This is an optimization exercise on Yosys and OpenROAD, whose aim is small area and a short achievable clock period, not a production implementation. Function was not checked in any run shown here: the RTL went through the layout flow alone. Power figures rest on the tool's default switching activity, not on a simulated workload.

==> flow/design.v, too long to show whole: its modules and the start of the top module <==
// module ALU: 1023 lines
// module P_INV: 1 lines
// module P_ND2: 1 lines
// module P_NR2: 1 lines
// module P_AN2: 1 lines
// module P_OR2: 1 lines
// module P_ND3: 1 lines
// module P_AN3: 1 lines
// module P_O211AI: 1 lines
// module P_O311AI: 1 lines
// module P_O411AI: 1 lines
// module P_XOR2: 1 lines
// module P_XNR2: 1 lines
// module P_MX2I: 1 lines
// module P_OAI21: 1 lines
// module P_AOI21: 1 lines
// module P_O21A: 1 lines
// module P_HA: 1 lines
// module P_A222OI: 3 lines
// module ShifterSignExtender: 305 lines
// module XSel: 38 lines
// module AmtDec: 39 lines
// module ex_datapath: 81 lines
module ex_datapath(
    input  wire        CLK,
    input  wire [31:0] A,
    input  wire [31:0] Rm,
    input  wire [11:0] I,
    input  wire [1:0]  AM,
    input  wire        CIN,
    input  wire [3:0]  Op,
    output reg  [31:0] Out,
    output wire        Z,
    output wire        N,
    output reg         C,
    output reg         V
);
  // ...
==> flow/flow/run.sh <==
#!/bin/bash
set -euo pipefail
MARGIN=6.05
export BUFFER_PORTS_ARGS="-buffer_cell sky130_fd_sc_hd__buf_1"
sed "s|\"\${@:-finish}\"|SETUP_SLACK_MARGIN=${MARGIN} \"\${@:-finish}\"|" standard.sh > standard_margin.sh
grep -q "SETUP_SLACK_MARGIN=${MARGIN}" standard_margin.sh
bash standard_margin.sh > flow_make.log 2>&1
==> flow/standard.sh <==
#!/bin/bash
# synth_recipe.tcl (not shown) runs the flow's synth.tcl, then flattens the netlist and writes it again
# the make line also repeats each setting of config.mk as NAME=value (left out here)
make -C /OpenROAD-flow-scripts/flow DESIGN_CONFIG=/design/flow/config.mk WORK_HOME=/design/flow/orfs CLKGATE_MAP_FILE= SYNTH_SCRIPT=/design/flow/synth_recipe.tcl "${@:-finish}"
==> flow/config.mk <==
export PLATFORM = sky130hd
export DESIGN_NAME = ex_datapath
export DESIGN_NICKNAME = ex_datapath
export VERILOG_FILES = /design/flow/design.v
export SDC_FILE = /design/flow/constraint.sdc
export NUM_CORES = 4
export LEC_CHECK = 0
export CAP_MARGIN = 20
export CORE_MARGIN = 2
export CORE_UTILIZATION = 40
export CTS_BUF_LIST = sky130_fd_sc_hd__clkbuf_4 sky130_fd_sc_hd__clkbuf_8
export SLEW_MARGIN = 20
export SYNTH_HIERARCHICAL = 1
export TNS_END_PERCENT = 5
==> flow/constraint.sdc <==
create_clock -name core_clock -period 9.0 [get_ports {CLK}]
set_input_delay 1.8000 -clock core_clock [delete_from_list [all_inputs] [get_ports {CLK}]]
set_output_delay 1.8000 -clock core_clock [all_outputs]
set_load 0.01 [all_outputs]
==> impl_metrics.csv, run 1 <==
group,metric,value,unit
final_layout,diodes,0,
yosys,synth_nets,1043,
final_layout,final_common_cell,"mux2i_1",
worst_setup_path,crit_fanout,17,
worst_setup_path,cp_num_buf_inv,2,
power_and_ir_drop,power_leader,"combinational logic",
power_and_ir_drop,powerClk,556,uW
yosys,synthFlopType,"dfxtp_1",
clock_network,cts_made_buffers,17,
placed_design,dp_slack,4480,ps
yosys,synth_most_common_cell,"mux2i_1",
final_layout,layoutNonFillerInstCount,1374,
power_and_ir_drop,p_comb,1000,uW
power_and_ir_drop,pwr-share-clk,0.246,
status,outcome,"complete, no violations",
sta,min_period,3560,ps
clock_network,cts_setup_buffers,18,
yosys,ys_seq_area_frac,0.290,
sta,fin_crit_sh,0.395,
worst_setup_path,reg2reg_from,"mleft_q",
grt,grt_max_degree,41,
yosys,ys_seq_elements,117,
yosys,syn_avg_cell_area,8.81,um^2
final_layout,area_growth,27.6,%
worst_setup_path,cp-start-kind,"register",
die,dieWidth,146,um
worst_setup_path,worstPathArrival,3920,ps
sta,setup_tns,0,ps
final_layout,nMultiInputCombCells,710,
power_and_ir_drop,switching_share,0.378,
power_and_ir_drop,p_sw,854,uW
grt,grt_pass1_vias,6819,
placed_design,place_hpwl,15.5,mm
sta,fin_ws,5440,ps
final_layout,nonClkBufAreaFrac,0.0810,
grt,grt_util_met2,0.320,
final_layout,fin_util,0.524,
final_layout,buffers,163,
grt,grt_pass1_wl,34.2,mm
==> run 2, diff against run 1 <==
==> flow/flow/run.sh (replaced) <==
#!/bin/bash
set -euo pipefail
MARGIN=6.25
export BUFFER_PORTS_ARGS="-buffer_cell sky130_fd_sc_hd__buf_1"
sed "s|\"\${@:-finish}\"|SETUP_SLACK_MARGIN=${MARGIN} \"\${@:-finish}\"|" standard.sh > standard_margin.sh
grep -q "SETUP_SLACK_MARGIN=${MARGIN}" standard_margin.sh
bash standard_margin.sh > flow_make.log 2>&1
==> run 2 against run 1 <==
Compared with the run above: cell count rose by 0.51%; hold slack got worse by 9.9 ps; combinational power barely moved; clock power hardly changed; via count increased by 1.2%; critical endpoint unchanged; largest power group unchanged.
==> impl_metrics.csv, run 2 <==
group,metric,value,unit
grt,grt-ovfl-total,0,
yosys,synth_commonest_cells,"mux2i_1, dfxtp_1, nand2_1",
placed_design,gp_congestion,0.862,
sta,max_freq,282,MHz
final_layout,area_growth,30.7,%
worst_setup_path,cp_slowest_cell,"dfxtp_4",
grt,grt_util_all_layers,0.198,
worst_setup_path,crit_type,"reg2reg",
worst_setup_path,worstPathArrival,3900,ps
sta,setup_tns,0,ps
clock_network,cts_tree,"yes",
placed_design,place_hpwl,15.5,mm
final_layout,reg_top3,"Out x32, rn_q x32, xn_q x32",
yosys,synth_edf_count,0,
sta,min_period,3540,ps
yosys,yosys.area.top_type,"mux2i_1",
clock_network,root_buffer,"clkbuf_8",
sta,rsz0062_at_grt,"yes",
die,die_area,21300,um^2
worst_hold_path,hold_path_class,"reg2reg",
worst_setup_path,cp-start-kind,"register",
clock_network,cts_sinks,117,
sta,fin_crit_sh,0.394,
die,fp.dieH,146,um
drt,vias,7264,
drt,drcViolationCount,0,
clock_network,cts_made_buffers,17,
grt,grt_pass1_wl,34.2,mm
yosys,synth_cell_types,37,
die,row_count,51,
power_and_ir_drop,switching_share,0.378,
yosys,synth_most_common_cell,"mux2i_1",
grt,antenna_found_initial,0,
drt,wl,22.1,mm
final_layout,layout-drive-gt1-share,0.206,
job,maxCapViolCount,0,
power_and_ir_drop,p_sw,861,uW
clock_network,clk_latency,460,ps
power_and_ir_drop,ir_drop,87.2,uV
yosys,syn_inst,917,
worst_setup_path,crit_family,"compound AO/OA/AOI/OAI gates",
final_layout,layout_common_cells,"mux2i_1, dfxtp_1, buf_1",
worst_setup_path,worstPathCellList,"inv_8, ha_1, nand2b_4, a31oi_4, o21ai_1, mux2i_1, ha_1, nor2_1, nand2_1, o21ai_2, a21oi_4, o21ai_4, a21oi_4, buf_12, o21ai_2, xnor2_1, nor2_1, nand2_1, nor2_1",
die,dieWidth,146,um
power_and_ir_drop,p_leak,0.00439,uW
final_layout,diodes,0,
drt,vias_per_cell,5.26,
yosys,synth_nets,1043,
sta,max_slew_margin,0.581,
yosys,synth_top_area_frac,0.299,
worst_setup_path,cpPeakStageDelay,380,ps
drt,wl_per_cell,16.0,um
worst_setup_path,cpMostUsedCell,"nor2_1",
die,start_util,0.411,
yosys,ys_seq_area_frac,0.290,
sta,slew_viol_final,0,
yosys,synth_area_leaders,"mux2i_1, dfxtp_1, ha_1, o21ai_1, nand2_1",
power_and_ir_drop,pwr-share-comb,0.450,
die,boundaryPins,120,
die,core_area,19700,um^2
power_and_ir_drop,power_frac_seq,0.307,
sta,setup_viol,0,
power_and_ir_drop,power.density,216,nW/um^2
yosys,yosysWarnings,7,
grt,grt_pass1_vias,6802,
yosys,synthFlopType,"dfxtp_1",
power_and_ir_drop,power.total,2280,uW
sta,worst_slew_pin_slew,629,ps
clock_network,htreeDepth,4,
clock_network,clk_path_buf_depth,2,
worst_setup_path,crit_fanout,17,
worst_setup_path,critPathCaptureType,"register",
status,outcome,"complete, no violations",
drt,drtPass1Iterations,6,
final_layout,fin_nets,1229,
yosys,syn_avg_cell_area,8.81,um^2
drt,drtAntennaViolNets,0,
sta,clock_skew,17.9,ps
drt,drt_iter0_markers,606,
sta,hold_viol_final,0,
worst_setup_path,cp_num_buf_inv,2,
power_and_ir_drop,p_int,1420,uW
placed_design,io_buffer_count,119,
clock_network,clk_pin_slew,70,ps
power_and_ir_drop,pwr-share-clk,0.244,
worst_setup_path,cp_data_required_time,9360,ps
grt,grt_max_degree,41,
final_layout,final_common_cell,"mux2i_1",
yosys,ys_seq_elements,117,
yosys,async_flop_share,0,
yosys,syn_area,8080,um^2
[run 2: cell counts after synthesis]
No cell type changed its count.
[run 2: cell type report]
class / count / area, um^2
Clock buffer: 23 / 279
Timing Repair Buffer: 170 / 997
Inverter: 87 / 337
Tap cell: 265 / 332
Sequential cell: 117 / 2350
Fill cell: 1824 / 9100
Clock inverter: 9 / 176
Multi-Input combinational cell: 710 / 6080
[run 2: per-layer routing]
layer  track usage  vias up  part of all wire
met3        0.0359       46             0.049
met4        0.0864        0             0.030
met2         0.319      219              0.46
li1              -     3665                 -
met5             0        -                 0
met1         0.262     3334              0.46
[run 2: worst reg2reg max path, cell delays in order, from the launching register on]
cell      delay [ps]
dfxtp_4          380
inv_8             60
ha_1             340
nand2b_4         220
a31oi_4          130
o21ai_1          210
mux2i_1          330
ha_1             320
nor2_1           150
nand2_1           90
o21ai_2          120
a21oi_4          100
o21ai_4          210
a21oi_4          100
buf_12           170
o21ai_2          180
xnor2_1          160
nor2_1            60
nand2_1           80
nor2_1            40
[run 2: modules after synthesis (local to each module, per instance), excerpt]
module / cell area [um^2] / cells inside / flip-flops and latches / times used
P_INV: 3.75 / 1 / 0 / 78
P_O311AI: 8.76 / 1 / 0 / 1
ex_datapath: 2600 / 156 / 117 / 1
P_O411AI: 12.5 / 2 / 0 / 1
P_AOI21: 8.76 / 1 / 0 / 32
P_MX2I: 10.0 / 1 / 0 / 240
P_XNR2: 8.76 / 1 / 0 / 21
P_O21A: 7.51 / 1 / 0 / 1
P_OAI21: 5.00 / 1 / 0 / 80
P_HA: 12.5 / 1 / 0 / 32
P_AN3: 6.26 / 1 / 0 / 1
P_O211AI: 12.5 / 1 / 0 / 1
P_ND3: 5.00 / 1 / 0 / 1
ALU: 352 / 48 / 0 / 1
[run 2: cell families (layout without fill, tap and decap cells)]
kind of cell,Yosys count,in the layout,synth area share
buf+inv,91,289,0.0451
mux,241,241,0.299
simple gates,220,221,0.115
flops,117,117,0.290
fa+ha+maj,42,42,0.0651
xor+xnor,35,35,0.0379
compound gates,171,171,0.148
[run 2: path summary, 6_finish.rpt]
kind                            startpoint  endpoint  slack [ps]  cells past startpoint
worst max register to register     mleft_q     zb[2]        5460                     19
worst max-delay path               mleft_q     zb[2]        5460                     19
worst min-delay path                csub_q         C         450                      1
worst min register to register      csub_q         C         450                      1
[run 2: power groups by stage]
stage	registers [uW]	clock network, uW	logic (uW)
6_report	699	555	1030
2_1_floorplan	745	0	605
3_3_place_gp	711	0	862
3_5_place_dp	711	0	874
5_1_grt	712	590	1130
4_1_cts	700	567	947
[run 2: repair_timing]
action	4_1_cts	5_1_grt
resized for setup	80	90
pin swaps	17	34
hold buffers	0	0
gates cloned	1	3
setup buffers	18	21
setup endpoints to repair	80	135
[run 2: metrics by stage]
step	cells	utilization	area (um^2)	hold WS (ps)	setup slack, ps
2_1_floorplan	917	-	8160	384	5210
3_3_place_gp	1306	0.457	8980	445	4580
3_5_place_dp	1306	0.457	8980	448	4480
4_1_cts	1357	0.508	9980	467	5510
5_1_grt	1381	0.537	10600	475	5260
6_report	1381	0.537	10600	452	5460

==> static timing again, ports no longer ideal <==
Ports are ideal in the flow. The routed layouts listed here were re-timed in OpenROAD.
Step 1 sets driving cells, clkbuf_16 on the clock port and buf_2 on the other inputs (assumed; they add their load-dependent delay and slew).
Step 2 times the ports against the registers' clock, not the clock port: input delays grow and output delays shrink by t, the midpoint of the rising clock arrivals with the driver on.
Three values: no drivers, after step 1, after step 2; two values: the first two.
run	shift t [ns]	setup WS [ns]	hold WS [ns]	worst setup path at the end	worst register clock-pin slew, ns
run 1	0.490	5.441 / 5.441 / 5.045	0.462 / 0.462 / 0.462	input to register	0.08 / 0.08
run 2	0.487	5.456 / 5.456 / 5.277	0.452 / 0.452 / 0.452	input to register	0.08 / 0.08
After both steps every run listed still meets setup and hold. The setup slack of run 1, which loses most, moves by 0.000 ns with the drivers and by -0.396 ns with both steps.
